What follows belongs to an exercise in optimizing a design on an open flow for small area and a short achievable clock period; a production flow would make more cautious choices. Function was checked by simulation only, so behaviour that the tests miss may differ from the original. Power is estimated from default activity; no workload was simulated.

$ cat flow/constraint.sdc
create_clock -name core_clock -period 5.0 [get_ports {clk}]
set_input_delay 1.0000 -clock core_clock [delete_from_list [all_inputs] [get_ports {clk}]]
set_output_delay 1.0000 -clock core_clock [all_outputs]
set_load 0.01 [all_outputs]
$ cat flow/design.v
module dot9_pipe (
    input wire clk,
    input wire [15:0] a,    
    input wire [15:0] b,    
    input wire [3:0] c,
    output wire [8:0] r     
);
reg [26:0] p1;
reg [13:0] p2;
wire n_1 = (a[0] & b[0]) ^ (a[4] & b[4]) ^ (a[8] & b[8]);
wire n_2 = ((a[0] & b[0]) & (a[4] & b[4])) | ((a[0] & b[0]) & (a[8] & b[8])) | ((a[4] & b[4]) & (a[8] & b[8]));
wire n_3 = (a[0] & b[1]) ^ (a[1] & b[0]) ^ (a[4] & b[5]);
wire n_4 = ((a[0] & b[1]) & (a[1] & b[0])) | ((a[0] & b[1]) & (a[4] & b[5])) | ((a[1] & b[0]) & (a[4] & b[5]));
wire n_5 = (a[5] & b[4]) ^ (a[8] & b[9]) ^ (a[9] & b[8]);
wire n_6 = ((a[5] & b[4]) & (a[8] & b[9])) | ((a[5] & b[4]) & (a[9] & b[8])) | ((a[8] & b[9]) & (a[9] & b[8]));
wire n_7 = (a[12] & b[13]) ^ (a[13] & b[12]) ^ c[1];
wire n_8 = ((a[12] & b[13]) & (a[13] & b[12])) | ((a[12] & b[13]) & c[1]) | ((a[13] & b[12]) & c[1]);
wire n_9 = (a[0] & b[2]) ^ (a[1] & b[1]) ^ (a[2] & b[0]);
wire n_10 = ((a[0] & b[2]) & (a[1] & b[1])) | ((a[0] & b[2]) & (a[2] & b[0])) | ((a[1] & b[1]) & (a[2] & b[0]));
wire n_11 = (a[4] & b[6]) ^ (a[5] & b[5]) ^ (a[6] & b[4]);
wire n_12 = ((a[4] & b[6]) & (a[5] & b[5])) | ((a[4] & b[6]) & (a[6] & b[4])) | ((a[5] & b[5]) & (a[6] & b[4]));
wire n_13 = (a[8] & b[10]) ^ (a[9] & b[9]) ^ (a[10] & b[8]);
wire n_14 = ((a[8] & b[10]) & (a[9] & b[9])) | ((a[8] & b[10]) & (a[10] & b[8])) | ((a[9] & b[9]) & (a[10] & b[8]));
wire n_15 = (a[12] & b[14]) ^ (a[13] & b[13]) ^ (a[14] & b[12]);
wire n_16 = ((a[12] & b[14]) & (a[13] & b[13])) | ((a[12] & b[14]) & (a[14] & b[12])) | ((a[13] & b[13]) & (a[14] & b[12]));
wire n_17 = ~(a[0] & b[3]) ^ (a[1] & b[2]) ^ (a[2] & b[1]);
wire n_18 = (~(a[0] & b[3]) & (a[1] & b[2])) | (~(a[0] & b[3]) & (a[2] & b[1])) | ((a[1] & b[2]) & (a[2] & b[1]));
wire n_19 = ~(a[3] & b[0]) ^ ~(a[4] & b[7]) ^ (a[5] & b[6]);
wire n_20 = (~(a[3] & b[0]) & ~(a[4] & b[7])) | (~(a[3] & b[0]) & (a[5] & b[6])) | (~(a[4] & b[7]) & (a[5] & b[6]));
wire n_21 = (a[6] & b[5]) ^ ~(a[7] & b[4]) ^ ~(a[8] & b[11]);
wire n_22 = ((a[6] & b[5]) & ~(a[7] & b[4])) | ((a[6] & b[5]) & ~(a[8] & b[11])) | (~(a[7] & b[4]) & ~(a[8] & b[11]));
wire n_23 = (a[9] & b[10]) ^ (a[10] & b[9]) ^ ~(a[11] & b[8]);
wire n_24 = ((a[9] & b[10]) & (a[10] & b[9])) | ((a[9] & b[10]) & ~(a[11] & b[8])) | ((a[10] & b[9]) & ~(a[11] & b[8]));
wire n_25 = ~(a[12] & b[15]) ^ (a[13] & b[14]) ^ (a[14] & b[13]);
wire n_26 = (~(a[12] & b[15]) & (a[13] & b[14])) | (~(a[12] & b[15]) & (a[14] & b[13])) | ((a[13] & b[14]) & (a[14] & b[13]));
wire n_27 = ~(a[15] & b[12]) ^ ~c[3] ^ 1'b1;
wire n_28 = (~(a[15] & b[12]) & ~c[3]) | (~(a[15] & b[12]) & 1'b1) | (~c[3] & 1'b1);
wire n_29 = ~(a[1] & b[3]) ^ (a[2] & b[2]) ^ ~(a[3] & b[1]);
wire n_30 = (~(a[1] & b[3]) & (a[2] & b[2])) | (~(a[1] & b[3]) & ~(a[3] & b[1])) | ((a[2] & b[2]) & ~(a[3] & b[1]));
wire n_31 = ~(a[5] & b[7]) ^ (a[6] & b[6]) ^ ~(a[7] & b[5]);
wire n_32 = (~(a[5] & b[7]) & (a[6] & b[6])) | (~(a[5] & b[7]) & ~(a[7] & b[5])) | ((a[6] & b[6]) & ~(a[7] & b[5]));
wire n_33 = ~(a[9] & b[11]) ^ (a[10] & b[10]) ^ ~(a[11] & b[9]);
wire n_34 = (~(a[9] & b[11]) & (a[10] & b[10])) | (~(a[9] & b[11]) & ~(a[11] & b[9])) | ((a[10] & b[10]) & ~(a[11] & b[9]));
wire n_35 = ~(a[13] & b[15]) ^ (a[14] & b[14]) ^ ~(a[15] & b[13]);
wire n_36 = (~(a[13] & b[15]) & (a[14] & b[14])) | (~(a[13] & b[15]) & ~(a[15] & b[13])) | ((a[14] & b[14]) & ~(a[15] & b[13]));
wire n_37 = ~(a[2] & b[3]) ^ ~(a[3] & b[2]) ^ ~(a[6] & b[7]);
wire n_38 = (~(a[2] & b[3]) & ~(a[3] & b[2])) | (~(a[2] & b[3]) & ~(a[6] & b[7])) | (~(a[3] & b[2]) & ~(a[6] & b[7]));
wire n_39 = ~(a[7] & b[6]) ^ ~(a[10] & b[11]) ^ ~(a[11] & b[10]);
wire n_40 = (~(a[7] & b[6]) & ~(a[10] & b[11])) | (~(a[7] & b[6]) & ~(a[11] & b[10])) | (~(a[10] & b[11]) & ~(a[11] & b[10]));
wire n_41 = ~(a[14] & b[15]) ^ ~(a[15] & b[14]) ^ 1'b1;
wire n_42 = (~(a[14] & b[15]) & ~(a[15] & b[14])) | (~(a[14] & b[15]) & 1'b1) | (~(a[15] & b[14]) & 1'b1);
wire n_43 = (a[3] & b[3]) ^ (a[7] & b[7]) ^ (a[11] & b[11]);
wire n_44 = ((a[3] & b[3]) & (a[7] & b[7])) | ((a[3] & b[3]) & (a[11] & b[11])) | ((a[7] & b[7]) & (a[11] & b[11]));
wire n_45 = n_1 ^ (a[12] & b[12]) ^ c[0];
wire n_46 = (n_1 & (a[12] & b[12])) | (n_1 & c[0]) | ((a[12] & b[12]) & c[0]);
wire n_47 = n_3 ^ n_5 ^ n_7;
wire n_48 = (n_3 & n_5) | (n_3 & n_7) | (n_5 & n_7);
wire n_49 = n_9 ^ n_11 ^ n_13;
wire n_50 = (n_9 & n_11) | (n_9 & n_13) | (n_11 & n_13);
wire n_51 = n_15 ^ c[2] ^ n_4;
wire n_52 = (n_15 & c[2]) | (n_15 & n_4) | (c[2] & n_4);
wire n_53 = n_17 ^ n_19 ^ n_21;
wire n_54 = (n_17 & n_19) | (n_17 & n_21) | (n_19 & n_21);
wire n_55 = n_23 ^ n_25 ^ n_27;
wire n_56 = (n_23 & n_25) | (n_23 & n_27) | (n_25 & n_27);
wire n_57 = n_10 ^ n_12 ^ n_14;
wire n_58 = (n_10 & n_12) | (n_10 & n_14) | (n_12 & n_14);
wire n_59 = n_29 ^ n_31 ^ n_33;
wire n_60 = (n_29 & n_31) | (n_29 & n_33) | (n_31 & n_33);
wire n_61 = n_35 ^ 1'b1 ^ n_18;
wire n_62 = (n_35 & 1'b1) | (n_35 & n_18) | (1'b1 & n_18);
wire n_63 = n_20 ^ n_22 ^ n_24;
wire n_64 = (n_20 & n_22) | (n_20 & n_24) | (n_22 & n_24);
wire n_65 = n_37 ^ n_39 ^ n_41;
wire n_66 = (n_37 & n_39) | (n_37 & n_41) | (n_39 & n_41);
wire n_67 = n_30 ^ n_32 ^ n_34;
wire n_68 = (n_30 & n_32) | (n_30 & n_34) | (n_32 & n_34);
wire n_69 = n_43 ^ (a[15] & b[15]) ^ n_38;
wire n_70 = (n_43 & (a[15] & b[15])) | (n_43 & n_38) | ((a[15] & b[15]) & n_38);
wire n_71 = n_47 ^ n_2 ^ n_46;
wire n_72 = (n_47 & n_2) | (n_47 & n_46) | (n_2 & n_46);
wire n_73 = n_49 ^ n_51 ^ n_6;
wire n_74 = (n_49 & n_51) | (n_49 & n_6) | (n_51 & n_6);
wire n_75 = n_53 ^ n_55 ^ n_57;
wire n_76 = (n_53 & n_55) | (n_53 & n_57) | (n_55 & n_57);
wire n_77 = n_16 ^ n_50 ^ n_52;
wire n_78 = (n_16 & n_50) | (n_16 & n_52) | (n_50 & n_52);
wire n_79 = n_59 ^ n_61 ^ n_63;
wire n_80 = (n_59 & n_61) | (n_59 & n_63) | (n_61 & n_63);
wire n_81 = n_26 ^ n_28 ^ n_54;
wire n_82 = (n_26 & n_28) | (n_26 & n_54) | (n_28 & n_54);
wire n_83 = n_65 ^ n_67 ^ n_36;
wire n_84 = (n_65 & n_67) | (n_65 & n_36) | (n_67 & n_36);
wire n_85 = n_60 ^ n_62 ^ n_64;
wire n_86 = (n_60 & n_62) | (n_60 & n_64) | (n_62 & n_64);
wire n_87 = n_69 ^ n_40 ^ n_42;
wire n_88 = (n_69 & n_40) | (n_69 & n_42) | (n_40 & n_42);
wire n_89 = p1[2] ^ p1[3] ^ p1[4];
wire n_90 = (p1[2] & p1[3]) | (p1[2] & p1[4]) | (p1[3] & p1[4]);
wire n_91 = p1[6] ^ p1[7] ^ p1[8];
wire n_92 = (p1[6] & p1[7]) | (p1[6] & p1[8]) | (p1[7] & p1[8]);
wire n_93 = p1[9] ^ p1[10] ^ p1[11];
wire n_94 = (p1[9] & p1[10]) | (p1[9] & p1[11]) | (p1[10] & p1[11]);
wire n_95 = p1[12] ^ p1[13] ^ p1[14];
wire n_96 = (p1[12] & p1[13]) | (p1[12] & p1[14]) | (p1[13] & p1[14]);
wire n_97 = p1[15] ^ p1[16] ^ p1[17];
wire n_98 = (p1[15] & p1[16]) | (p1[15] & p1[17]) | (p1[16] & p1[17]);
wire n_99 = p1[19] ^ p1[20] ^ p1[21];
wire n_100 = (p1[19] & p1[20]) | (p1[19] & p1[21]) | (p1[20] & p1[21]);
wire n_101 = p1[24] ^ p1[25] ^ p1[26];
wire n_102 = (p1[24] & p1[25]) | (p1[24] & p1[26]) | (p1[25] & p1[26]);
wire n_103 = n_93 ^ n_95 ^ n_92;
wire n_104 = (n_93 & n_95) | (n_93 & n_92) | (n_95 & n_92);
wire n_105 = n_97 ^ p1[18] ^ n_94;
wire n_106 = (n_97 & p1[18]) | (n_97 & n_94) | (p1[18] & n_94);
wire n_107 = n_99 ^ p1[22] ^ p1[23];
wire n_108 = (n_99 & p1[22]) | (n_99 & p1[23]) | (p1[22] & p1[23]);
wire n_109 = n_105 ^ n_96 ^ n_104;
wire n_110 = (n_105 & n_96) | (n_105 & n_104) | (n_96 & n_104);
wire n_111 = n_107 ^ n_98 ^ n_106;
wire n_112 = (n_107 & n_98) | (n_107 & n_106) | (n_98 & n_106);
wire n_113 = n_101 ^ n_100 ^ n_108;
wire n_114 = (n_101 & n_100) | (n_101 & n_108) | (n_100 & n_108);
always @(posedge clk) begin
    p1[0] <= n_45;
    p1[1] <= n_71;
    p1[2] <= n_73;
    p1[3] <= n_8;
    p1[4] <= n_48;
    p1[5] <= n_72;
    p1[6] <= n_75;
    p1[7] <= n_77;
    p1[8] <= n_74;
    p1[9] <= n_79;
    p1[10] <= n_81;
    p1[11] <= n_56;
    p1[12] <= n_58;
    p1[13] <= n_76;
    p1[14] <= n_78;
    p1[15] <= n_83;
    p1[16] <= n_85;
    p1[17] <= n_80;
    p1[18] <= n_82;
    p1[19] <= n_87;
    p1[20] <= n_66;
    p1[21] <= n_68;
    p1[22] <= n_84;
    p1[23] <= n_86;
    p1[24] <= n_44;
    p1[25] <= n_70;
    p1[26] <= n_88;
    p2[0] <= p1[0];
    p2[1] <= p1[1];
    p2[2] <= n_89;
    p2[3] <= p1[5];
    p2[4] <= n_91;
    p2[5] <= n_90;
    p2[6] <= n_103;
    p2[7] <= n_109;
    p2[8] <= n_111;
    p2[9] <= n_110;
    p2[10] <= n_113;
    p2[11] <= n_112;
    p2[12] <= n_102;
    p2[13] <= n_114;
end
wire [8:0] row0 = {p2[12], p2[10], p2[8], p2[7], p2[6], p2[4], p2[2], p2[1], p2[0]};
wire [8:0] row1 = {p2[13], p2[11], p2[9], 1'b0, 1'b0, p2[5], p2[3], 1'b0, 1'b0};
assign r = row0 + row1;
endmodule
module Tensor_Crossbar_Array_4m4n4k(
    input wire clk,
    input wire rst,
    input wire start,
    input wire [15:0] cin_M_0, input wire [15:0] cin_M_1,
    input wire [15:0] cin_M_2, input wire [15:0] cin_M_3,
    input wire [15:0] cin_N_0, input wire [15:0] cin_N_1,
    input wire [15:0] cin_N_2, input wire [15:0] cin_N_3,
    input wire [15:0] cin_K_0, input wire [15:0] cin_K_1,
    input wire [15:0] cin_K_2, input wire [15:0] cin_K_3,
    output wire [15:0] data_out_col_0,
    output wire [15:0] data_out_col_1,
    output wire [15:0] data_out_col_2,
    output wire [15:0] data_out_col_3
);
localparam [2:0] S_IDLE = 3'd0, S_LOAD = 3'd1, S_MULT = 3'd2, S_ADD = 3'd3, S_OUT = 3'd4;
reg [2:0] state;
reg [2:0] f;         
reg [3:0] ec;        
wire load = (state == S_LOAD);
reg [35:0] slot [0:3];
reg [15:0] bq0, bq1, bq2, bq3;
function [15:0] bcol(input integer c);
    integer t;
    reg [15:0] m;
    begin
        for (t = 0; t < 4; t = t + 1) begin
            case (t)
                0: m = cin_M_0; 1: m = cin_M_1; 2: m = cin_M_2; default: m = cin_M_3;
            endcase
            bcol[4*t +: 4] = m[15-4*c -: 4];
        end
    end
endfunction
function [15:0] swz(input [15:0] w);
    swz = {w[3:0], w[7:4], w[11:8], w[15:12]};
endfunction
always @(posedge clk) begin
    if (load) begin
        bq0 <= bcol(0); bq1 <= bcol(1); bq2 <= bcol(2); bq3 <= bcol(3);
    end else begin
        bq0 <= bq2; bq2 <= bq0; bq1 <= bq3; bq3 <= bq1;
    end
end
reg [15:0] a_cur;
reg [7:0]  c_cur;
wire [2:0] rj = ec[2:0];
always @(posedge clk) begin
    a_cur <= slot[rj[2:1]][15:0];
    c_cur <= rj[0] ? slot[rj[2:1]][31:24] : slot[rj[2:1]][23:16];
end
wire [8:0] res0, res1;
dot9_pipe e0 (.clk(clk), .a(a_cur), .b(bq2), .c(c_cur[3:0]), .r(res0));
dot9_pipe e1 (.clk(clk), .a(a_cur), .b(bq3), .c(c_cur[7:4]), .r(res1));
reg [7:0] wsel;
always @(posedge clk) begin
    wsel <= 8'd0;
    if (ec >= 4'd2 && ec <= 4'd9)
        wsel[ec - 4'd2] <= 1'b1;
end
integer r;
always @(posedge clk) begin
    for (r = 0; r < 4; r = r + 1) begin
        if (load) begin
            case (r)
                0: slot[r][31:0] <= {swz(cin_K_0), swz(cin_N_0)};
                1: slot[r][31:0] <= {swz(cin_K_1), swz(cin_N_1)};
                2: slot[r][31:0] <= {swz(cin_K_2), swz(cin_N_2)};
                default: slot[r][31:0] <= {swz(cin_K_3), swz(cin_N_3)};
            endcase
        end else begin
            if (wsel[2*r])
                slot[r][17:0] <= {res1, res0};
            if (wsel[2*r+1])
                slot[r][31:18] <= {res1[4:0], res0};
        end
        if (!load && wsel[2*r+1])
            slot[r][35:32] <= res1[8:5];
    end
end
reg [9:0] o0, o1, o2, o3;
assign data_out_col_0 = {{6{o0[9]}}, o0};
assign data_out_col_1 = {{6{o1[9]}}, o1};
assign data_out_col_2 = {{6{o2[9]}}, o2};
assign data_out_col_3 = {{6{o3[9]}}, o3};
function [9:0] dec(input [8:0] v);
    dec = {v[8] & (|v[7:3]), v};
endfunction
reg  [1:0]  orow;      
wire [35:0] rrow = slot[orow];
always @(posedge clk) begin
    if (rst) begin
        state <= S_IDLE;
        f <= 3'd0;
        orow <= 2'd3;
        ec <= 4'd15;
        o0 <= 10'd0; o1 <= 10'd0; o2 <= 10'd0; o3 <= 10'd0;
    end else begin
        if (state == S_IDLE) begin
            o0 <= 10'd0; o1 <= 10'd0; o2 <= 10'd0; o3 <= 10'd0;
        end else if (state == S_OUT && f != 3'd0) begin
            o0 <= dec(rrow[8:0]);
            o1 <= dec(rrow[17:9]);
            o2 <= dec(rrow[26:18]);
            o3 <= dec(rrow[35:27]);
        end
        if (ec != 4'd15)
            ec <= ec + 4'd1;
        if (start) begin
            case (state)
                S_IDLE: state <= S_LOAD;
                S_LOAD: begin state <= S_MULT; ec <= 4'd0; end
                S_MULT: if (ec >= 4'd7) state <= S_ADD;
                S_ADD:  state <= S_OUT;
                S_OUT:  if (f == 3'd4) begin f <= 3'd0; orow <= 2'd3; state <= S_IDLE; end
                        else begin f <= f + 3'd1; orow <= orow + 2'd1; end
                default: state <= S_IDLE;
            endcase
        end
    end
end
endmodule
$ cat flow/flow/run.sh
#!/bin/bash
# Standard layout, with the port buffers made from the smallest plain buffer
# (buf_1) instead of the delay buffer buffer_ports picks on its own.
set -o pipefail
cp standard.sh standard_sh.txt
export BUFFER_PORTS_ARGS="-buffer_cell sky130_fd_sc_hd__buf_1"
bash standard.sh > standard_flow.log 2>&1
$ cat flow/standard.sh
#!/bin/bash
# synth_recipe.tcl (not shown) runs the flow's synth.tcl, then flattens the netlist and writes it again
# the make line also repeats each setting of config.mk as NAME=value (left out here)
make -C /OpenROAD-flow-scripts/flow DESIGN_CONFIG=/design/flow/config.mk WORK_HOME=/design/flow/orfs CLKGATE_MAP_FILE= SYNTH_SCRIPT=/design/flow/synth_recipe.tcl "${@:-finish}"
$ cat flow/config.mk
export PLATFORM = sky130hd
export DESIGN_NAME = Tensor_Crossbar_Array_4m4n4k
export DESIGN_NICKNAME = Tensor_Crossbar_Array_4m4n4k
export VERILOG_FILES = /design/flow/design.v
export SDC_FILE = /design/flow/constraint.sdc
export NUM_CORES = 4
export LEC_CHECK = 0
export CAP_MARGIN = 20
export CORE_MARGIN = 2
export CORE_UTILIZATION = 60
export CTS_BUF_LIST = sky130_fd_sc_hd__clkbuf_8
export SETUP_SLACK_MARGIN = 2.7
export SLEW_MARGIN = 20
==> results.sh, run 1 <==
export IMPL_status="finished clean"
export IMPL_antenna_cells=0
export IMPL_p_total_mw=12.9
export IMPL_place_port_buffers=258
export IMPL_cp_max_fo=7
export IMPL_layout_commonest_cell="nand2_1"
export IMPL_fin_skew_ps=21.4
export IMPL_synth_adder_area_share_pct=14.5
export IMPL_antenna_found_initial=1
export IMPL_overflow=0
export IMPL_syn2layout_area_growth_pct=13.6
export IMPL_vias=13400
export IMPL_postCtsHoldBufs=0
export IMPL_reg2reg_from="a_cur[7]"
export IMPL_synth_compound_area_share_pct=12.4
export IMPL_setup_violations_final=0
export IMPL_initial_core_util_pct=60.5
export IMPL_synth_seq_area_share_pct=50.1
export IMPL_cp_arrival_ps=2730
export IMPL_cts_sinks=374
export IMPL_cts_max_level=2
export IMPL_cap_viol_max_count=0
export IMPL_worstMarginPinSlew_ps=1120
export IMPL_gp_congestion=0.888
export IMPL_synth_distinct_cells=52
export IMPL_clk_latency_ps=610
export IMPL_crit_path_end_kind="flip-flop"
export IMPL_place_inst=2228
export IMPL_clkSlewWorstSetupHoldPaths_ps=60
export IMPL_die_area_um2=31100
export IMPL_die_y_um=176
export IMPL_synthCells=1676
export IMPL_slew_headroom_pct=25.6
export IMPL_ir_drop_v=0.000482
export IMPL_reg2reg_to="e0.p1[19]"
export IMPL_finalNonFillerCells=2340
export IMPL_wl_per_cell_um=21.4
export IMPL_synth_flop_cell="dfxtp_1"
export IMPL_dp_hpwl_mm=34.8
export IMPL_power_density_nw_per_um2=636
export IMPL_num_rows=63
export IMPL_yosys_warnings=3
export IMPL_grt_pass1_wl_mm=73.8
export IMPL_cp_startpoint="a_cur[7]"
export IMPL_utilization_pct=68.7
export IMPL_clock_path_buffers=3
export IMPL_hold_viol=0
export IMPL_nets=2243
export IMPL_grt_use_total_pct=31.9
export IMPL_maxSlewViolCount=0
export IMPL_rsz0062_at_grt="true"
export IMPL_wirelength_mm=50.1
export IMPL_syn_area_um2=17800
export IMPL_synth_edf_count=144
export IMPL_viasPerCell=5.74
export IMPL_max_freq_mhz=442
export IMPL_max_stage_delay_ps=510
export IMPL_power_leakage_nw=8.52
export IMPL_numCtsBuffers=59
export IMPL_synthMuxAreaShare_pct=2.86
export IMPL_cts_root_buf="clkbuf_8"
export IMPL_ys_ff_latch=374
export IMPL_worstPathCellList="buf_4 > and2_1 > fa_1 > fa_1 > fa_1"
export IMPL_syn_nets=2012
export IMPL_avgSynthCellArea_um2=10.6
export IMPL_mostFrequentLayoutCells="nand2_1 (378), buf_1 (258), dfxtp_1 (192)"
export IMPL_required_ps=5470
export IMPL_synth_xor_area_share_pct=0.687
export IMPL_ff2ff_path_depth=5
export IMPL_drtAntennaViolNets=0
export IMPL_reg2reg_slack_ps=2740
export IMPL_drcViolationCount=0
export IMPL_crit_path_frequent_cell="fa_1"
export IMPL_min_path_type="reg -> reg"
export IMPL_initialDrtViolationCount=1859
export IMPL_critPathSlowestCell="fa_1"
export IMPL_start_kind="flip-flop"
export IMPL_grt_max_degree=61
export IMPL_grt_pass1_vias=12800
export IMPL_die_w_um=176
export IMPL_pin_count=259
export IMPL_core_um2=29500
export IMPL_cp_endpoint="e0.p1[19]"
export IMPL_finalSetupTns_ps=0
export IMPL_cts_tree="built"
export IMPL_synthSimpleGateAreaFrac_pct=12.8
export IMPL_fin_crit_ps=2260
export IMPL_critical_path_class="reg -> reg"
export IMPL_fin_crit_sh_pct=45.2
export IMPL_synth_top_family_by_area="adder cells"
export IMPL_async_flop_share_pct=0
export IMPL_layout_drive_gt1_share_pct=9.18
export IMPL_first_pass_iters=7
==> through the flow <==
| step | setup WS [ps] | area (um2) | hold WS, ps |
|---|---|---|---|
| 3_3_place_gp | 2270 | 18900 | 314 |
| 4_1_cts | 2700 | 20100 | 330 |
| 2_1_floorplan | 2750 | 17800 | 310 |
| 3_5_place_dp | 2190 | 18900 | 315 |
| 5_1_grt | 2670 | 20300 | 335 |
| 6_report | 2740 | 20300 | 329 |
==> cell usage after synthesis (2+ instances only) <==
master | n | area, um2
o21ai_0 | 38 | 190
buf_2 | 38 | 190
a22oi_1 | 4 | 30.0
o21a_1 | 28 | 210
o21bai_1 | 3 | 22.5
a21oi_1 | 60 | 300
mux2i_1 | 42 | 420
xor2_1 | 5 | 43.8
inv_1 | 158 | 593
buf_1 | 10 | 37.5
nor4_1 | 7 | 43.8
buf_6 | 3 | 33.8
and2_0 | 3 | 18.8
and3_1 | 2 | 12.5
a221o_1 | 4 | 40.0
nand3b_1 | 2 | 15.0
edfxtp_1 | 144 | 4320
clkbuf_1 | 43 | 161
a221oi_1 | 4 | 35.0
nor3b_1 | 2 | 15.0
a21o_1 | 91 | 683
nor2_1 | 19 | 71.3
dfxtp_1 | 230 | 4600
ha_1 | 31 | 388
mux4_2 | 3 | 67.6
nand2b_1 | 14 | 87.6
xnor2_1 | 9 | 78.8
nand2_1 | 380 | 1430
and2_1 | 72 | 450
a222oi_1 | 64 | 641
nand3_1 | 8 | 40.0
nor3_1 | 2 | 10.0
fa_1 | 110 | 2200
buf_4 | 25 | 188
==> power by group <==
part,switching (mW),leakage [nW],internal (mW)
Sequential,0.683,3.26,4.45
Clock,1.18,0.658,1.24
Combinational,3.11,4.60,2.23
Total,4.97,8.52,7.91
==> sequential cells by signal, summed over array words and instances (netlist names), 4 cells and up <==
register	count
bq2	16
o1	10
bq0	16
o3	10
c_cur	8
bq1	16
e0.p1	27
e1.p1	27
o0	10
wsel	8
slot	144
e1.p2	14
e0.p2	14
a_cur	16
bq3	16
o2	10
ec	4
==> how the worst min path moves through the flow <==
| stage | start | endpoint | slack [ps] | cells after the start |
|---|---|---|---|---|
| after floorplan | e0.p1[0] | e0.p2[0] | 310 | 0 |
| after global placement | e0.p1[0] | e0.p2[0] | 310 | 0 |
| after detailed placement | e0.p1[5] | e0.p2[3] | 310 | 0 |
| after CTS | e0.p1[0] | e0.p2[0] | 330 | 0 |
| after global routing | e0.p1[1] | e0.p2[1] | 330 | 0 |
| final | e0.p1[5] | e0.p2[3] | 330 | 0 |
==> area by class of cell <==
cell class | instances | area, um2
Multi-Input combinational cell | 1028 | 7880
Clock buffer | 69 | 950
Fill cell | 2342 | 9220
Clock inverter | 35 | 136
Sequential cell | 374 | 9020
Timing Repair Buffer | 286 | 1200
Inverter | 158 | 593
Tap cell | 390 | 488
==> worst max-delay path, delay by kind of cell, from the launching register on <==
kind / cells / cell delay (ps)
buffers and inverters: 1 / 150
adder cells (fa/ha/maj): 3 / 1460
flip-flops: 1 / 390
AND/OR/NAND/NOR: 1 / 140
==> timing repair <==
action / CTS / global route
resized for setup: 42 / 47
pin swaps: 1 / 12
gates cloned: 3 / 0
buffers inserted: 3 / 2
setup endpoints to repair: 325 / 86
==> per-layer routing <==
layer	global-route usage (%)	vias to the layer above	share of wire, %
met5	0	-	0
met4	9.81	0	2.9
met3	5.64	95	9.2
met2	51.3	709	47
met1	44.6	6563	41
li1	-	6062	-
==> kinds of logic (layout without fill, tap and decap cells) <==
family	count (synthesis)	in the layout
xor+xnor	14	14
buf+inv	277	548
compound gates	302	302
flops	374	374
mux	46	46
fa+ha+maj	141	141
simple gates	522	525
==> run 2: changes to the inputs <==
--- a/flow/config.mk
+++ b/flow/config.mk
@@ -5,9 +5,10 @@
 export SDC_FILE = /design/flow/constraint.sdc
 export NUM_CORES = 4
 export LEC_CHECK = 0
-export CAP_MARGIN = 20
+export CAP_MARGIN = 10
 export CORE_MARGIN = 2
 export CORE_UTILIZATION = 60
 export CTS_BUF_LIST = sky130_fd_sc_hd__clkbuf_8
 export SETUP_SLACK_MARGIN = 2.7
-export SLEW_MARGIN = 20
+export SLEW_MARGIN = 10
+export TNS_END_PERCENT = 5
==> run 2 against run 1 <==
Compared with the run above:
- sequential share of layout area is 0.19 points lower
- worst setup slack got worse by 190 ps
- sequential cell count is the same
- die area unchanged
- cell count grew 0.26%
- first-iteration DRC count barely moved
- global-route usage fell by 0.24 points
- clock power is 8.3% higher
- via count shrank 0.46%
- combinational power down 2%
- power increased by 0.58%
- critical endpoint is now c_cur[6]
==> results.sh, run 2 <==
export IMPL_cts_sinks=374
export IMPL_cts_max_level=2
export IMPL_numCtsBuffers=60
export IMPL_place_port_buffers=258
export IMPL_clk_latency_ps=610
export IMPL_finalNonFillerCells=2346
export IMPL_largest_register_ffs=144
export IMPL_finalWorstSetupSlack_ps=2540
export IMPL_cp_max_fo=32
export IMPL_nets=2240
export IMPL_ff2ff_path_depth=6
export IMPL_postCtsHoldBufs=0
export IMPL_min_path_type="reg -> reg"
export IMPL_vias=13400
export IMPL_hold_viol=0
export IMPL_cts_tree="built"
export IMPL_max_freq_mhz=407
export IMPL_yosysTopAreaCell="dfxtp_1"
export IMPL_die_w_um=176
export IMPL_utilization_pct=68.7
export IMPL_ys_top_cells_by_count="nand2_1 (380), dfxtp_1 (230), inv_1 (158)"
export IMPL_ir_drop_v=0.000447
export IMPL_cp_arrival_ps=2890
export IMPL_ys_ff_latch=374
export IMPL_reg2reg_from="ec[1]"
export IMPL_grt_use_total_pct=31.7
export IMPL_syn_nets=2012
export IMPL_gp_congestion=0.888
export IMPL_yosys_warnings=3
export IMPL_syn2layout_area_growth_pct=13.6
export IMPL_cap_viol_max_count=0
export IMPL_avgSynthCellArea_um2=10.6
export IMPL_clkSlewWorstSetupHoldPaths_ps=60
export IMPL_crit_path_end_kind="flip-flop"
export IMPL_yosysMostFrequentCell="nand2_1"
export IMPL_start_kind="flip-flop"
export IMPL_reg2reg_to="c_cur[6]"
export IMPL_synthCells=1676
export IMPL_fin_crit_ps=2460
export IMPL_layout_drive_gt1_share_pct=8.44
export IMPL_clock_path_buffers=3
export IMPL_wirelength_mm=49.6
export IMPL_async_flop_share_pct=0
export IMPL_synthTopCellsByArea="dfxtp_1 (26%), edfxtp_1 (24%), fa_1 (12%)"
export IMPL_overflow=0
export IMPL_status="finished clean"
export IMPL_top_register="slot"
export IMPL_reg2reg_slack_ps=2540
export IMPL_rsz0062_at_grt="true"
export IMPL_worstMarginPinSlew_ps=1120
export IMPL_grt_max_degree=61
export IMPL_antenna_found_initial=2
export IMPL_cts_root_buf="clkbuf_8"
export IMPL_first_pass_iters=10
export IMPL_grt_pass1_vias=12900
export IMPL_finalSetupTns_ps=0
export IMPL_viasPerCell=5.70
export IMPL_grt_pass1_wl_mm=73.5
export IMPL_slew_headroom_pct=25.0
export IMPL_multi_input_area_um2=7820
export IMPL_pin_count=259
export IMPL_drcViolationCount=0
export IMPL_die_area_um2=31100
export IMPL_fin_skew_ps=31.1
export IMPL_core_um2=29500
export IMPL_pre_cts_slack_ps=2180
export IMPL_maxSlewViolCount=0
export IMPL_reg_largest_list="slot (144), e0.p1 (27), e1.p1 (27)"
export IMPL_initial_core_util_pct=60.5
export IMPL_synth_seq_area_share_pct=50.1
export IMPL_initialDrtViolationCount=1860
export IMPL_synth_flop_cell="dfxtp_1"
export IMPL_hold_path_end="e0.p2[0]"
export IMPL_drtAntennaViolNets=0
export IMPL_synth_top_area_share_pct=25.8
export IMPL_required_ps=5440
export IMPL_synth_distinct_cells=52
export IMPL_syn_area_um2=17800
export IMPL_place_inst=2227
export IMPL_power_density_nw_per_um2=639
export IMPL_critical_path_class="reg -> reg"
export IMPL_wl_per_cell_um=21.1
export IMPL_layout_commonest_cell="nand2_1"
export IMPL_seq_area_um2=8980
export IMPL_num_rows=63
export IMPL_dp_hpwl_mm=34.7
export IMPL_fin_crit_sh_pct=49.1
export IMPL_hp_start="e0.p1[0]"
export IMPL_synth_edf_count=144
export IMPL_power_leakage_nw=8.53
export IMPL_fill_cells=2371
export IMPL_die_y_um=176
export IMPL_setup_violations_final=0
export IMPL_min_path_cells=0
export IMPL_mostFrequentLayoutCells="nand2_1 (379), buf_1 (258), dfxtp_1 (208)"
run 2: what timing repair did:
action | 4_1_cts | 5_1_grt
buffers inserted | 3 | 0
gates resized for setup | 2 | 43
endpoints found under the setup margin | 341 | 288
pin swaps | 1 | 3
gates cloned | 2 | 0
run 2: layout make-up:
class	count	area share, %
inverters	158	2.93
repair buffers	283	5.77
well taps	390	2.41
clock buffers	71	4.82
diodes	1	0.0124
multi-input cells	1027	38.6
flip-flops and latches	374	44.3
clock inverters	42	1.16
run 2: worst max-delay path, cell delays in order, from the launching register on:
cell	delay [ps]
dfxtp_1	390
inv_1	220
ha_2	830
a222oi_1	170
nor2_1	150
a21oi_1	50
o21ai_0	450
run 2: how the worst max path moves through the flow:
| stage | startpoint | to | cells past startpoint |
|---|---|---|---|
| after floorplan | a_cur[4] | e0.p1[2] | 6 |
| after global routing | state[2] | slot[2][21] | 4 |
| after CTS | orow[0] | o1[9] | 7 |
| final | ec[1] | c_cur[6] | 6 |
| after global placement | state[2] | slot[1][21] | 2 |
| after detailed placement | state[2] | slot[1][21] | 2 |
run 2: cell families (layout without fill, tap and decap cells):
kind of cell,Yosys count,after routing,share of synthesized area (%)
XOR/XNOR,14,14,0.687
multiplexers,46,46,2.86
other,0,1,0
adder cells (fa/ha/maj),141,141,14.5
AO/OA/AOI/OAI,302,302,12.4
AND/OR/NAND/NOR,522,524,12.8
buffers and inverters,277,554,6.75
flip-flops,374,374,50.1
run 2: per-layer routing:
layer	GRT usage, %	vias up	part of all wire [%]
li1	-	6061	-
met1	44.9	6498	41
met2	50.7	715	46
met3	4.65	93	9.2
met4	10.2	0	2.9
met5	0	-	0
run 2: power breakdown:
group | internal (mW) | total (mW) | switching (mW)
Sequential | 4.43 | 5.11 | 0.680
Combinational | 2.17 | 5.22 | 3.06
Clock | 1.39 | 2.62 | 1.23
Total | 7.99 | 13.0 | 4.96
run 2: stage by stage:
| stage | hold slack [ps] | power [mW] | area [um2] |
|---|---|---|---|
| 5_1_grt | 334 | 13.9 | 20300 |
| 3_3_place_gp | 314 | 10.0 | 18900 |
| 2_1_floorplan | 310 | 8.42 | 17800 |
| 3_5_place_dp | 315 | 10.3 | 18900 |
| 4_1_cts | 328 | 12.9 | 20100 |
| 6_report | 328 | 13.0 | 20300 |
==> run 3: changes to the inputs <==
--- a/flow/config.mk
+++ b/flow/config.mk
@@ -5,10 +5,10 @@
 export SDC_FILE = /design/flow/constraint.sdc
 export NUM_CORES = 4
 export LEC_CHECK = 0
-export CAP_MARGIN = 10
+export CAP_MARGIN = 20
 export CORE_MARGIN = 2
 export CORE_UTILIZATION = 60
 export CTS_BUF_LIST = sky130_fd_sc_hd__clkbuf_8
-export SETUP_SLACK_MARGIN = 2.7
-export SLEW_MARGIN = 10
+export SETUP_SLACK_MARGIN = 2.9
+export SLEW_MARGIN = 20
 export TNS_END_PERCENT = 5
==> run 3 against run 2 <==
Compared with the run above:
- clock power up 3%
- combinational power up 3%
- sequential share of layout area down 1.0 points
- wire length up 4.2%
==> results.sh, run 3 <==
export IMPL_status="finished clean"
export IMPL_die_y_um=176
export IMPL_synth_top_area_share_pct=25.8
export IMPL_vias=13600
export IMPL_ff2ff_path_depth=2
export IMPL_finalSetupTns_ps=0
export IMPL_wl_per_cell_um=21.8
export IMPL_overflow=0
export IMPL_place_port_buffers=258
export IMPL_drcViolationCount=0
export IMPL_cp_arrival_ps=1250
export IMPL_cap_viol_max_count=0
export IMPL_synth_flop_cell="dfxtp_1"
export IMPL_drtAntennaViolNets=0
export IMPL_grt_pass1_wl_mm=73.8
export IMPL_synth_distinct_cells=52
export IMPL_cp_startpoint="o1[0]"
export IMPL_utilization_pct=70.8
export IMPL_min_path_type="reg -> reg"
export IMPL_async_flop_share_pct=0
export IMPL_fin_skew_ps=18.0
export IMPL_worstMarginPinSlew_ps=1120
export IMPL_fin_crit_sh_pct=45.1
export IMPL_numCtsBuffers=60
export IMPL_maxSlewViolCount=0
export IMPL_num_rows=63
export IMPL_initialDrtViolationCount=1979
export IMPL_antenna_cells=0
export IMPL_cp_max_fo=2
export IMPL_grt_pass1_vias=13000
export IMPL_clock_path_buffers=3
export IMPL_power_density_nw_per_um2=631
export IMPL_start_kind="flip-flop"
export IMPL_layout_commonest_cell="nand2_1"
export IMPL_cp_endpoint="data_out_col_1[0]"
export IMPL_reg_largest_list="slot (144), e0.p1 (27), e1.p1 (27)"
export IMPL_placed_cell_area_um2=18800
export IMPL_fill_cells=2333
export IMPL_cts_max_level=2
export IMPL_cp_num_cells=1
export IMPL_synthTopCellsByArea="dfxtp_1 (26%), edfxtp_1 (24%), fa_1 (12%)"
export IMPL_max_stage_delay_ps=410
export IMPL_synth_seq_area_share_pct=50.1
export IMPL_nets=2266
export IMPL_first_pass_iters=13
export IMPL_gp_congestion=0.921
export IMPL_reg2reg_from="state[0]"
export IMPL_synth_edf_count=144
export IMPL_avgSynthCellArea_um2=10.6
export IMPL_cts_root_buf="clkbuf_8"
export IMPL_reg2reg_slack_ps=2760
export IMPL_reg2reg_to="slot[2][26]"
export IMPL_path_buf_inv=1
export IMPL_max_freq_mhz=444
export IMPL_ys_top_cells_by_count="nand2_1 (380), dfxtp_1 (230), inv_1 (158)"
export IMPL_synthCells=1676
export IMPL_clkSlewWorstSetupHoldPaths_ps=60
export IMPL_wirelength_mm=51.7
export IMPL_yosysMostFrequentCell="nand2_1"
export IMPL_critPathSlowestCell="dfxtp_1"
export IMPL_core_um2=29500
export IMPL_die_area_um2=31100
export IMPL_top_register="slot"
export IMPL_die_w_um=176
export IMPL_initial_core_util_pct=60.5
export IMPL_worstPathCellList="buf_1"
export IMPL_whs_ps=323
export IMPL_grt_use_total_pct=31.9
export IMPL_mostFrequentLayoutCells="nand2_1 (375), buf_1 (258), dfxtp_1 (181)"
export IMPL_rsz0062_at_grt="true"
export IMPL_largest_register_ffs=144
export IMPL_critical_path_class="reg -> out"
export IMPL_syn2layout_area_growth_pct=17.1
export IMPL_syn_area_um2=17800
export IMPL_finish_instance_area_um2=20900
export IMPL_fin_crit_ps=2250
export IMPL_crit_path_end_kind="output port"
export IMPL_hold_viol=0
export IMPL_layout_drive_gt1_share_pct=12.5
export IMPL_power_leakage_nw=8.76
export IMPL_setup_violations_final=0
export IMPL_ys_ff_latch=374
export IMPL_grt_max_degree=87
export IMPL_antenna_found_initial=0
export IMPL_viasPerCell=5.74
export IMPL_clk_latency_ps=600
export IMPL_yosys_warnings=3
export IMPL_ir_drop_v=0.000514
export IMPL_pin_count=259
export IMPL_syn_nets=2012
export IMPL_cts_tree="built"
export IMPL_critPathTopFamily="flip-flops"
export IMPL_yosysTopAreaCell="dfxtp_1"
export IMPL_required_ps=4000
export IMPL_dp_hpwl_mm=33.9
export IMPL_cts_sinks=374
export IMPL_slew_headroom_pct=25.2
run 3: cell count changes in the layout (fill, tap and decap cells not counted), sizes merged:
cell / change
clkinv: -4
diode: -1
nand3: +1
inv: -4
buf: +23
clkbuf: +7
clkinvlp: +2
run 3: worst min path at each step:
stage                   from        to  slack (ps)  depth (start not counted)
floorplan           e0.p1[0]  e0.p2[0]         310                          0
global placement    e1.p1[5]  e1.p2[3]         310                          0
detailed placement  e0.p1[5]  e0.p2[3]         310                          0
CTS                 e0.p1[5]  e0.p2[3]         330                          0
global route        e0.p1[5]  e0.p2[3]         340                          0
finish              e0.p1[5]  e0.p2[3]         320                          0
run 3: what timing repair did:
item / CTS / global route
endpoints found under the setup margin: 425 / 303
pin swaps: 3 / 27
setup buffers: 2 / 34
gates resized for setup: 42 / 94
hold buffers: 0 / 0
gates cloned: 2 / 1
run 3: power breakdown:
group | total [mW] | internal [mW] | switching (mW) | leakage, nW
logic | 5.36 | 2.29 | 3.08 | 4.79
registers | 5.12 | 4.45 | 0.673 | 3.26
clock network | 2.69 | 1.47 | 1.22 | 0.702
run 3: per-stage QoR:
step | std cells | worst slack, ps | total power, mW
after floorplan | 1676 | 2870 | 8.43
after detailed placement | 2219 | 2240 | 10.2
after global placement | 2219 | 2350 | 10.0
after global routing | 2370 | 2720 | 14.2
final | 2370 | 2750 | 13.2
after CTS | 2335 | 2690 | 13.0
run 3: kinds of logic (layout without fill, tap and decap cells):
| logic type | Yosys count | count (layout) | share of synthesized area [%] |
|---|---|---|---|
| adder cells (fa/ha/maj) | 141 | 141 | 14.5 |
| AO/OA/AOI/OAI | 302 | 302 | 12.4 |
| AND/OR/NAND/NOR | 522 | 525 | 12.8 |
| XOR/XNOR | 14 | 14 | 0.687 |
| buffers and inverters | 277 | 578 | 6.75 |
| multiplexers | 46 | 46 | 2.86 |
| flip-flops | 374 | 374 | 50.1 |
run 3: area by class of cell:
type | count | area (um2) | area share [%]
multi-input combinational | 1028 | 7990 | 38.3
tap | 390 | 488 | 2.34
timing repair buffer | 308 | 1520 | 7.26
clock inverter | 36 | 206 | 0.989
clock buffer | 76 | 1050 | 5.01
inverter | 158 | 597 | 2.86
sequential | 374 | 9030 | 43.3
run 3: layer usage:
metal / vias up / wire length, um / GRT usage, %
met5: - / 69 / 1.60
met4: 2 / 2000 / 12.3
met3: 110 / 5930 / 6.74
met2: 814 / 23300 / 49.1
met1: 6562 / 20400 / 44.5
li1: 6122 / - / -
==> run 4: changes to the inputs <==
==> flow/flow/run.sh (replaced) <==
#!/bin/bash
# Standard layout, with the port buffers made from the smallest plain buffer
# (buf_1) instead of the delay buffer buffer_ports picks on its own, and with
# the resizer free to change a cell's footprint when it resizes it.
set -o pipefail
cp standard.sh standard_sh.txt
export BUFFER_PORTS_ARGS="-buffer_cell sky130_fd_sc_hd__buf_1"
bash standard.sh MATCH_CELL_FOOTPRINT=0 finish > standard_flow.log 2>&1
--- a/flow/config.mk
+++ b/flow/config.mk
@@ -9,6 +9,5 @@
 export CORE_MARGIN = 2
 export CORE_UTILIZATION = 60
 export CTS_BUF_LIST = sky130_fd_sc_hd__clkbuf_8
-export SETUP_SLACK_MARGIN = 2.9
+export SETUP_SLACK_MARGIN = 2.7
 export SLEW_MARGIN = 20
-export TNS_END_PERCENT = 5
==> run 4 against run 3 <==
Compared with the run above:
- still clean
- fmax down 0.38%
- via count down 1.5%
- global-route usage about the same
- cell count down 1.1%
- hold slack worse by 2.0 ps
- critical endpoint is now e0.p1[2]
==> results.sh, run 4 <==
export IMPL_fill_cells=2333
export IMPL_clock_path_buffers=3
export IMPL_synth_compound_area_share_pct=12.4
export IMPL_die_w_um=176
export IMPL_top_register="slot"
export IMPL_grt_use_total_pct=31.8
export IMPL_min_path_cells=0
export IMPL_maxSlewViolCount=0
export IMPL_overflow=0
export IMPL_grt_pass1_vias=12700
export IMPL_critical_path_class="reg -> reg"
export IMPL_dp_hpwl_mm=34.8
export IMPL_drtAntennaViolNets=0
export IMPL_first_pass_iters=13
export IMPL_fin_skew_ps=40.4
export IMPL_cts_tree="built"
export IMPL_layout_commonest_cell="nand2_1"
export IMPL_synth_flop_cell="dfxtp_1"
export IMPL_clk_latency_ps=620
export IMPL_synthMuxAreaShare_pct=2.86
export IMPL_finalWorstSetupSlack_ps=2740
export IMPL_worstMarginPinSlew_ps=879
export IMPL_wl_per_cell_um=21.3
export IMPL_synth_seq_area_share_pct=50.1
export IMPL_clkSlewWorstSetupHoldPaths_ps=60
export IMPL_power_leakage_nw=8.53
export IMPL_largest_register_ffs=144
export IMPL_ff2ff_path_depth=5
export IMPL_async_flop_share_pct=0
export IMPL_max_freq_mhz=442
export IMPL_num_rows=63
export IMPL_start_kind="flip-flop"
export IMPL_status="finished clean"
export IMPL_finalSetupTns_ps=0
export IMPL_syn_nets=2012
export IMPL_initial_core_util_pct=60.5
export IMPL_setup_violations_final=0
export IMPL_crit_path_end_kind="flip-flop"
export IMPL_synth_xor_area_share_pct=0.687
export IMPL_ys_ff_latch=374
export IMPL_cp_startpoint="bq2[9]"
export IMPL_antenna_found_initial=0
export IMPL_numCtsBuffers=60
export IMPL_cp_endpoint="e0.p1[2]"
export IMPL_slew_headroom_pct=41.4
export IMPL_wirelength_mm=49.8
export IMPL_synth_top_area_share_pct=25.8
export IMPL_ir_drop_v=0.000481
export IMPL_fin_crit_ps=2260
export IMPL_postCtsHoldBufs=0
export IMPL_grt_max_degree=61
export IMPL_place_port_buffers=258
export IMPL_syn_area_um2=17800
export IMPL_die_area_um2=31100
export IMPL_grt_pass1_wl_mm=73.6
export IMPL_synth_top_family_by_area="adder cells"
export IMPL_drcViolationCount=0
export IMPL_yosysTopAreaCell="dfxtp_1"
export IMPL_cts_sinks=374
export IMPL_yosys_warnings=3
export IMPL_power_density_nw_per_um2=635
export IMPL_avgSynthCellArea_um2=10.6
export IMPL_reg2reg_from="bq2[9]"
export IMPL_layout_drive_gt1_share_pct=9.52
export IMPL_pre_cts_slack_ps=2190
export IMPL_synth_adder_area_share_pct=14.5
export IMPL_synth_edf_count=144
export IMPL_min_path_type="reg -> reg"
export IMPL_synth_distinct_cells=52
export IMPL_ys_top_cells_by_count="nand2_1 (380), dfxtp_1 (230), inv_1 (158)"
export IMPL_seq_area_um2=9020
export IMPL_antenna_cells=0
export IMPL_cp_arrival_ps=2720
export IMPL_synthCells=1676
export IMPL_cp_max_fo=5
export IMPL_gp_congestion=0.888
export IMPL_mostFrequentLayoutCells="nand2_1 (379), buf_1 (258), dfxtp_1 (192)"
export IMPL_core_um2=29500
export IMPL_reg_largest_list="slot (144), e0.p1 (27), e1.p1 (27)"
export IMPL_multi_input_area_um2=7890
export IMPL_reg2reg_to="e0.p1[2]"
export IMPL_viasPerCell=5.72
export IMPL_reg2reg_slack_ps=2740
export IMPL_cts_max_level=2
export IMPL_hold_viol=0
export IMPL_synthTopCellsByArea="dfxtp_1 (26%), edfxtp_1 (24%), fa_1 (12%)"
export IMPL_syn2layout_area_growth_pct=14.0
export IMPL_nets=2244
export IMPL_pin_count=259
export IMPL_initialDrtViolationCount=1905
export IMPL_cts_root_buf="clkbuf_8"
export IMPL_yosysMostFrequentCell="nand2_1"
export IMPL_fin_crit_sh_pct=45.2
export IMPL_synthSimpleGateAreaFrac_pct=12.8
export IMPL_cap_viol_max_count=0
export IMPL_die_y_um=176
export IMPL_rsz0062_at_grt="true"
export IMPL_vias=13400
export IMPL_required_ps=5460
-- run 4: cell counts after synthesis --
Identical to the previous run, type by type.
-- run 4: logic make-up after synthesis --
group	after synthesis
flops	374
fa+ha+maj	141
simple gates	522
xor+xnor	14
buf+inv	277
mux	46
compound gates	302
-- run 4: stage by stage --
step                      hold slack, ps  cell area, um2  utilization (%)  power [mW]  cells
final                                321           20300             69.0        12.9   2343
after global routing                 335           20300             69.0        13.9   2343
after CTS                            330           20200             68.4        12.9   2340
after detailed placement             315           18900             64.0        10.3   2228
after global placement               314           18900             64.0        10.0   2227
after floorplan                      310           17800                -        8.42   1676
-- run 4: final cells by class --
type | count | area share [%]
Inverter | 158 | 2.92
Multi-Input combinational cell | 1028 | 38.8
Clock buffer | 71 | 4.80
Timing Repair Buffer | 286 | 6.03
Clock inverter | 36 | 0.726
Tap cell | 390 | 2.40
Sequential cell | 374 | 44.3
-- run 4: what timing repair did --
item,4_1_cts,5_1_grt
gates cloned,3,0
setup endpoints to repair,329,104
pin swaps,1,11
resized for setup,39,55
setup buffers,2,2
-- run 4: report_power, final --
part	internal (mW)	switching (mW)	total, mW	leakage (nW)
Clock	1.28	1.19	2.47	0.652
Sequential	4.45	0.678	5.12	3.26
Combinational	2.24	3.09	5.33	4.61
-- run 4: layer usage --
layer	vias up	track usage, %	share of wire (%)
li1	6064	-	-
met1	6566	45.4	41
met2	699	51.0	47
met3	83	4.78	8.8
met4	0	9.33	3.0
met5	-	0	0
-- run 4: worst min path at each step --
| stage | startpoint | to |
|---|---|---|
| 2_1_floorplan | e0.p1[0] | e0.p2[0] |
| 3_3_place_gp | e0.p1[0] | e0.p2[0] |
| 3_5_place_dp | e0.p1[5] | e0.p2[3] |
| 4_1_cts | e0.p1[0] | e0.p2[0] |
| 5_1_grt | e0.p1[1] | e0.p2[1] |
| 6_report | e1.p1[5] | e1.p2[3] |
-- run 4: worst max-delay path: stages (launching register included) --
cell and delay, ps:
dfxtp_1 460, nand2_1 110, fa_1 510, inv_1 50
fa_1 500, fa_1 500
==> run 5: changes to the inputs <==
--- a/flow/config.mk
+++ b/flow/config.mk
@@ -9,5 +9,5 @@
 export CORE_MARGIN = 2
 export CORE_UTILIZATION = 60
 export CTS_BUF_LIST = sky130_fd_sc_hd__clkbuf_8
-export SETUP_SLACK_MARGIN = 2.7
+export SETUP_SLACK_MARGIN = 2.85
 export SLEW_MARGIN = 20
==> run 5 against run 4 <==
Compared with the run above:
- largest power group unchanged
- wire length grew 3.3%
- register-to-register slack improved by 30 ps
- count of clock-buffer cells in the layout rose by 3
- first-iteration DRC count is 14% lower
- sequential cell count stayed put
- power grew 1.6%
==> results.sh, run 5 <==
export IMPL_fin_skew_ps=16.7
export IMPL_cts_max_level=2
export IMPL_synth_edf_count=144
export IMPL_path_buf_inv=2
export IMPL_overflow=0
export IMPL_yosysMostFrequentCell="nand2_1"
export IMPL_viasPerCell=5.78
export IMPL_core_um2=29500
export IMPL_crit_path_frequent_cell="fa_2"
export IMPL_largest_register_ffs=144
export IMPL_ys_top_cells_by_count="nand2_1 (380), dfxtp_1 (230), inv_1 (158)"
export IMPL_ir_drop_v=0.000428
export IMPL_cap_viol_max_count=0
export IMPL_finalSetupTns_ps=0
export IMPL_finish_instance_area_um2=20900
export IMPL_clk_latency_ps=610
export IMPL_placed_cell_area_um2=18800
export IMPL_synthCells=1676
export IMPL_yosys_warnings=3
export IMPL_grt_use_total_pct=32.2
export IMPL_nets=2249
export IMPL_antenna_found_initial=0
export IMPL_initial_core_util_pct=60.5
export IMPL_setup_violations_final=0
export IMPL_yosysTopAreaCell="dfxtp_1"
export IMPL_cts_tree="built"
export IMPL_crit_path_end_kind="flip-flop"
export IMPL_grt_max_degree=94
export IMPL_gp_congestion=0.888
export IMPL_cp_max_fo=7
export IMPL_required_ps=5480
export IMPL_start_kind="flip-flop"
export IMPL_critPathSlowestCell="fa_2"
export IMPL_pin_count=259
export IMPL_initialDrtViolationCount=1641
export IMPL_clock_path_buffers=3
export IMPL_async_flop_share_pct=0
export IMPL_status="finished clean"
export IMPL_synth_distinct_cells=52
export IMPL_mostFrequentLayoutCells="nand2_1 (369), buf_1 (224), inv_1 (183)"
export IMPL_clkSlewWorstSetupHoldPaths_ps=60
export IMPL_top_register="slot"
export IMPL_die_w_um=176
export IMPL_synth_seq_area_share_pct=50.1
export IMPL_worstMarginPinSlew_ps=1080
export IMPL_layout_drive_gt1_share_pct=15.1
export IMPL_max_freq_mhz=447
export IMPL_cts_sinks=374
export IMPL_ys_ff_latch=374
export IMPL_syn_area_um2=17800
export IMPL_max_stage_delay_ps=530
export IMPL_drtAntennaViolNets=0
export IMPL_syn_nets=2012
export IMPL_rsz0062_at_grt="true"
export IMPL_min_path_type="reg -> reg"
export IMPL_wl_per_cell_um=21.9
export IMPL_first_pass_iters=10
export IMPL_whs_ps=326
export IMPL_reg_largest_list="slot (144), e0.p1 (27), e1.p1 (27)"
export IMPL_slew_headroom_pct=27.9
export IMPL_grt_pass1_wl_mm=74.9
export IMPL_fin_crit_sh_pct=44.7
export IMPL_worstPathCellList="buf_6 > nand2_1 > fa_2 > inv_1 > fa_2 > fa_1"
export IMPL_reg2reg_slack_ps=2760
export IMPL_maxSlewViolCount=0
export IMPL_num_rows=63
export IMPL_power_leakage_nw=8.81
export IMPL_numCtsBuffers=60
export IMPL_fill_cells=2301
export IMPL_wirelength_mm=51.5
export IMPL_synth_top_area_share_pct=25.8
export IMPL_cp_arrival_ps=2720
export IMPL_synthTopCellsByArea="dfxtp_1 (26%), edfxtp_1 (24%), fa_1 (12%)"
export IMPL_vias=13600
export IMPL_hold_viol=0
export IMPL_fin_crit_ps=2240
export IMPL_critPathTopFamily="adder cells"
export IMPL_dp_hpwl_mm=33.5
export IMPL_place_port_buffers=258
export IMPL_power_density_nw_per_um2=629
export IMPL_die_area_um2=31100
export IMPL_grt_pass1_vias=13200
export IMPL_critical_path_class="reg -> reg"
export IMPL_avgSynthCellArea_um2=10.6
export IMPL_drcViolationCount=0
export IMPL_syn2layout_area_growth_pct=17.1
export IMPL_die_y_um=176
export IMPL_synth_flop_cell="dfxtp_1"
export IMPL_cts_root_buf="clkbuf_8"
export IMPL_layout_commonest_cell="nand2_1"
run 5: metrics by stage:
stage / cells / util, % / setup WS, ps / power [mW]
6_report: 2352 / 70.8 / 2760 / 13.1
5_1_grt: 2351 / 70.8 / 2710 / 14.1
4_1_cts: 2336 / 69.5 / 2770 / 13.0
3_5_place_dp: 2213 / 63.7 / 2100 / 10.2
3_3_place_gp: 2213 / 63.7 / 2160 / 10.0
2_1_floorplan: 1676 / - / 2850 / 8.42
run 5: final cells by class:
cell class | instances | area (um2) | share of cell area, %
Sequential cell | 374 | 9060 | 43.4
Clock buffer | 74 | 1020 | 4.88
Tap cell | 390 | 488 | 2.34
Inverter | 158 | 597 | 2.86
Multi-Input combinational cell | 1028 | 8070 | 38.6
Clock inverter | 36 | 168 | 0.803
Antenna cell | 1 | 2.50 | 0.0120
Timing Repair Buffer | 290 | 1480 | 7.06
Timing Repair inverter | 1 | 5.00 | 0.0240
run 5: timing repair:
action / 4_1_cts / 5_1_grt
cloned: 4 / 2
endpoints found under the setup margin: 409 / 108
endpoints found under the hold margin: 0 / 0
resized for setup: 164 / 88
setup buffers: 9 / 13
pin swaps: 44 / 21
hold buffers: 0 / 0
run 5: logic make-up (layout without fill, tap and decap cells):
kind of cell	count (synthesis)	after routing	synth area share, %
and+or+nand+nor	522	525	12.8
DFF	374	374	50.1
AOI/OAI and AO/OA	302	302	12.4
buffers and inverters	277	559	6.75
adders and majority gates	141	141	14.5
muxes	46	46	2.86
xor gates and xnor gates	14	14	0.687
other	0	1	0
run 5: worst register-to-register path, cell delays in order (launching register included):
cell,delay (ps)
dfxtp_4,430
buf_6,130
nand2_1,60
fa_2,520
inv_1,50
fa_2,530
fa_1,410
run 5: worst paths after layout:
| check | startpoint | end | depth (start not counted) |
|---|---|---|---|
| worst max-delay path | a_cur[2] | e1.p1[2] | 6 |
| worst min-delay path | e0.p1[5] | e0.p2[3] | 0 |
| worst max register to register | a_cur[2] | e1.p1[2] | 6 |
| worst min register to register | e0.p1[5] | e0.p2[3] | 0 |
run 5: power by group:
group	total [mW]	switching, mW	internal (mW)
registers	5.14	0.691	4.45
clock network	2.57	1.19	1.37
logic	5.42	3.11	2.31
total	13.1	4.99	8.14
run 5: routing by layer:
metal	share of wire (%)	global-route usage, %
met5	0	0
met4	4.0	13.5
met3	11	7.58
met2	46	50.0
met1	40	43.8
==> run 6: changes to the inputs <==
--- a/flow/config.mk
+++ b/flow/config.mk
@@ -8,6 +8,8 @@
 export CAP_MARGIN = 20
 export CORE_MARGIN = 2
 export CORE_UTILIZATION = 60
-export CTS_BUF_LIST = sky130_fd_sc_hd__clkbuf_8
-export SETUP_SLACK_MARGIN = 2.85
+export CTS_BUF_LIST = sky130_fd_sc_hd__clkbuf_16
+export CTS_CLUSTER_DIAMETER = 100
+export CTS_CLUSTER_SIZE = 30
+export SETUP_SLACK_MARGIN = 2.7
 export SLEW_MARGIN = 20
==> run 6 against run 5 <==
Compared with the run above:
- still clean on timing, DRC and antenna
- cell count shrank 3.8%
- critical path depth shrank 1
- hold slack gained 13 ps
- first-iteration DRC count grew 30%
- sequential power is essentially flat
- area after synthesis is the same
- global-route usage shrank 0.76 points
- largest power group unchanged
==> results.sh, run 6 <==
export IMPL_ys_ff_latch=374
export IMPL_grt_pass1_vias=12300
export IMPL_synth_edf_count=144
export IMPL_cts_max_level=1
export IMPL_min_path_type="reg -> reg"
export IMPL_overflow=0
export IMPL_required_ps=5470
export IMPL_finalSetupTns_ps=0
export IMPL_yosysTopAreaCell="dfxtp_1"
export IMPL_start_kind="flip-flop"
export IMPL_clk_latency_ps=530
export IMPL_dp_hpwl_mm=34.8
export IMPL_power_density_nw_per_um2=613
export IMPL_ys_top_cells_by_count="nand2_1 (380), dfxtp_1 (230), inv_1 (158)"
export IMPL_drcViolationCount=0
export IMPL_drtAntennaViolNets=0
export IMPL_cp_max_fo=7
export IMPL_clock_path_buffers=3
export IMPL_hold_viol=0
export IMPL_yosys_warnings=3
export IMPL_cts_tree="built"
export IMPL_syn_nets=2012
export IMPL_antenna_found_initial=0
export IMPL_place_port_buffers=258
export IMPL_async_flop_share_pct=0
export IMPL_die_area_um2=31100
export IMPL_fin_crit_sh_pct=45.6
export IMPL_syn_area_um2=17800
export IMPL_synthTopCellsByArea="dfxtp_1 (26%), edfxtp_1 (24%), fa_1 (12%)"
export IMPL_mostFrequentLayoutCells="nand2_1 (377), buf_1 (258), dfxtp_1 (192)"
export IMPL_yosysMostFrequentCell="nand2_1"
export IMPL_syn2layout_area_growth_pct=10.2
export IMPL_synth_seq_area_share_pct=50.1
export IMPL_largest_register_ffs=144
export IMPL_layout_commonest_cell="nand2_1"
export IMPL_viasPerCell=5.83
export IMPL_num_rows=63
export IMPL_gp_congestion=0.888
export IMPL_initialDrtViolationCount=2137
export IMPL_antenna_cells=0
export IMPL_numCtsBuffers=16
export IMPL_crit_path_end_kind="flip-flop"
export IMPL_vias=13200
export IMPL_die_w_um=176
export IMPL_clkSlewWorstSetupHoldPaths_ps=120
export IMPL_ir_drop_v=0.000446
export IMPL_fill_cells=2409
export IMPL_wl_met3_mm=4.06
export IMPL_p_total_mw=12.0
export IMPL_max_freq_mhz=438
export IMPL_synth_top_area_share_pct=25.8
export IMPL_core_um2=29500
export IMPL_first_pass_iters=9
export IMPL_slew_headroom_pct=25.5
export IMPL_cap_viol_max_count=0
export IMPL_grt_use_total_pct=31.5
export IMPL_wl_met2_mm=23.3
export IMPL_pin_count=259
export IMPL_synth_distinct_cells=52
export IMPL_reg_largest_list="slot (144), e0.p1 (27), e1.p1 (27)"
export IMPL_status="finished clean"
export IMPL_wl_per_cell_um=21.8
export IMPL_nets=2201
export IMPL_cp_arrival_ps=2760
export IMPL_utilization_pct=66.7
export IMPL_layout_drive_gt1_share_pct=6.78
export IMPL_avgSynthCellArea_um2=10.6
export IMPL_worstMarginPinSlew_ps=1120
export IMPL_grt_max_degree=61
export IMPL_top_register="slot"
export IMPL_synth_flop_cell="dfxtp_1"
export IMPL_postCtsHoldBufs=0
export IMPL_die_y_um=176
export IMPL_top_layer_used="met4"
export IMPL_cts_root_buf="clkbuf_16"
export IMPL_maxSlewViolCount=0
export IMPL_initial_core_util_pct=60.5
export IMPL_grt_pass1_wl_mm=73.0
export IMPL_wirelength_mm=49.3
export IMPL_cts_sinks=374
export IMPL_power_leakage_nw=8.12
export IMPL_setup_violations_final=0
export IMPL_critical_path_class="reg -> reg"
export IMPL_rsz0062_at_grt="true"
export IMPL_fin_skew_ps=18.6
export IMPL_fin_crit_ps=2280
export IMPL_wl_met1_mm=20.6
export IMPL_synthCells=1676
export IMPL_whs_ps=339
[run 6: cell types whose count changed in the layout (fill, tap and decap cells not counted), moves of 10 or more]
cell and delta:
and2_4 -10, buf_1 +34, buf_6 -25, clkbuf_16 +16, clkbuf_2 -13, clkbuf_8 -74
dfxtp_1 +23, dfxtp_2 -16, fa_1 +11, fa_2 -11, inv_1 -19
[run 6: report_power, final]
group | leakage (nW) | internal (mW) | switching (mW)
clock network | 0.250 | 0.630 | 0.948
registers | 3.26 | 4.44 | 0.675
logic | 4.61 | 2.24 | 3.12
[run 6: per-layer routing]
layer | up-vias | global-route usage, %
met2 | 664 | 51.7
met1 | 6502 | 45.1
met5 | - | 0
li1 | 5945 | -
met3 | 78 | 3.79
met4 | 0 | 7.40
[run 6: stage by stage]
stage	std cells	setup WS, ps	area (um2)
2_1_floorplan	1676	2750	17800
3_3_place_gp	2227	2270	18900
3_5_place_dp	2228	2190	18900
4_1_cts	2260	2690	19500
5_1_grt	2262	2660	19700
6_report	2262	2720	19700
[run 6: what timing repair did]
item | 4_1_cts | 5_1_grt
gates resized for setup | 43 | 48
gates cloned | 3 | 0
setup endpoints to repair | 329 | 80
buffers inserted | 4 | 2
pin swaps | 3 | 12
[run 6: critical path, stage by stage (launching register included)]
cell	delay, ps
dfxtp_4	410
buf_4	150
and2_1	140
fa_1	480
fa_1	510
fa_1	530
[run 6: cells by family (layout without fill, tap and decap cells)]
| logic type | Yosys count | count (layout) | synth area share [%] |
|---|---|---|---|
| buffers and inverters | 277 | 470 | 6.75 |
| xor gates and xnor gates | 14 | 14 | 0.687 |
| muxes | 46 | 46 | 2.86 |
| DFF | 374 | 374 | 50.1 |
| adders and majority gates | 141 | 141 | 14.5 |
| AOI/OAI and AO/OA | 302 | 302 | 12.4 |
| and+or+nand+nor | 522 | 525 | 12.8 |
[run 6: final timing paths]
path	slack, ps	cells after the start	to	from
worst max-delay path	2720	5	e0.p1[19]	a_cur[7]
worst min-delay path	340	0	e0.p2[3]	e0.p1[5]
worst max register to register	2720	5	e0.p1[19]	a_cur[7]
worst min register to register	340	0	e0.p2[3]	e0.p1[5]
[run 6: final cells by class]
class | count | area [um2] | area share [%]
tap | 390 | 488 | 2.48
inverter | 158 | 593 | 3.02
multi-input combinational | 1028 | 7890 | 40.1
sequential | 374 | 9020 | 45.9
timing repair buffer | 287 | 1210 | 6.14
clock buffer | 17 | 425 | 2.16
clock inverter | 8 | 40.0 | 0.204

-- static timing again, ports no longer ideal --
In the flow no input, the clock included, has a driving cell. The finished layouts below were timed again as built, in two steps.
Step 1: set_driving_cell puts a clkbuf_16 on clk and a buf_2 on each other input, an assumption about the parent block.
Step 2, shift: input delay + t, output delay - t, t = (earliest + latest rising clock arrival at the registers) / 2. This alone moves slack from input paths to output paths.
a / b / c = ideal ports / drivers / drivers and shift; a / b = the first two.
run	t (ns)	setup WS [ns]	hold WS [ns]
run 1	0.649	2.738 / 2.712 / 2.452	0.329 / 0.329 / 0.329
run 2	0.647	2.544 / 2.544 / 2.463	0.328 / 0.328 / 0.328
run 3	0.643	2.746 / 2.697 / 2.407	0.323 / 0.323 / 0.323
run 4	0.646	2.738 / 2.704 / 2.448	0.321 / 0.321 / 0.321
run 5	0.651	2.764 / 2.764 / 2.429	0.326 / 0.326 / 0.326
run 6	0.578	2.718 / 2.718 / 2.474	0.339 / 0.339 / 0.339
After both steps every run listed still meets setup and hold. For run 3, which loses most, drivers alone change the setup slack by -0.049 ns; drivers and shift together by -0.339 ns.
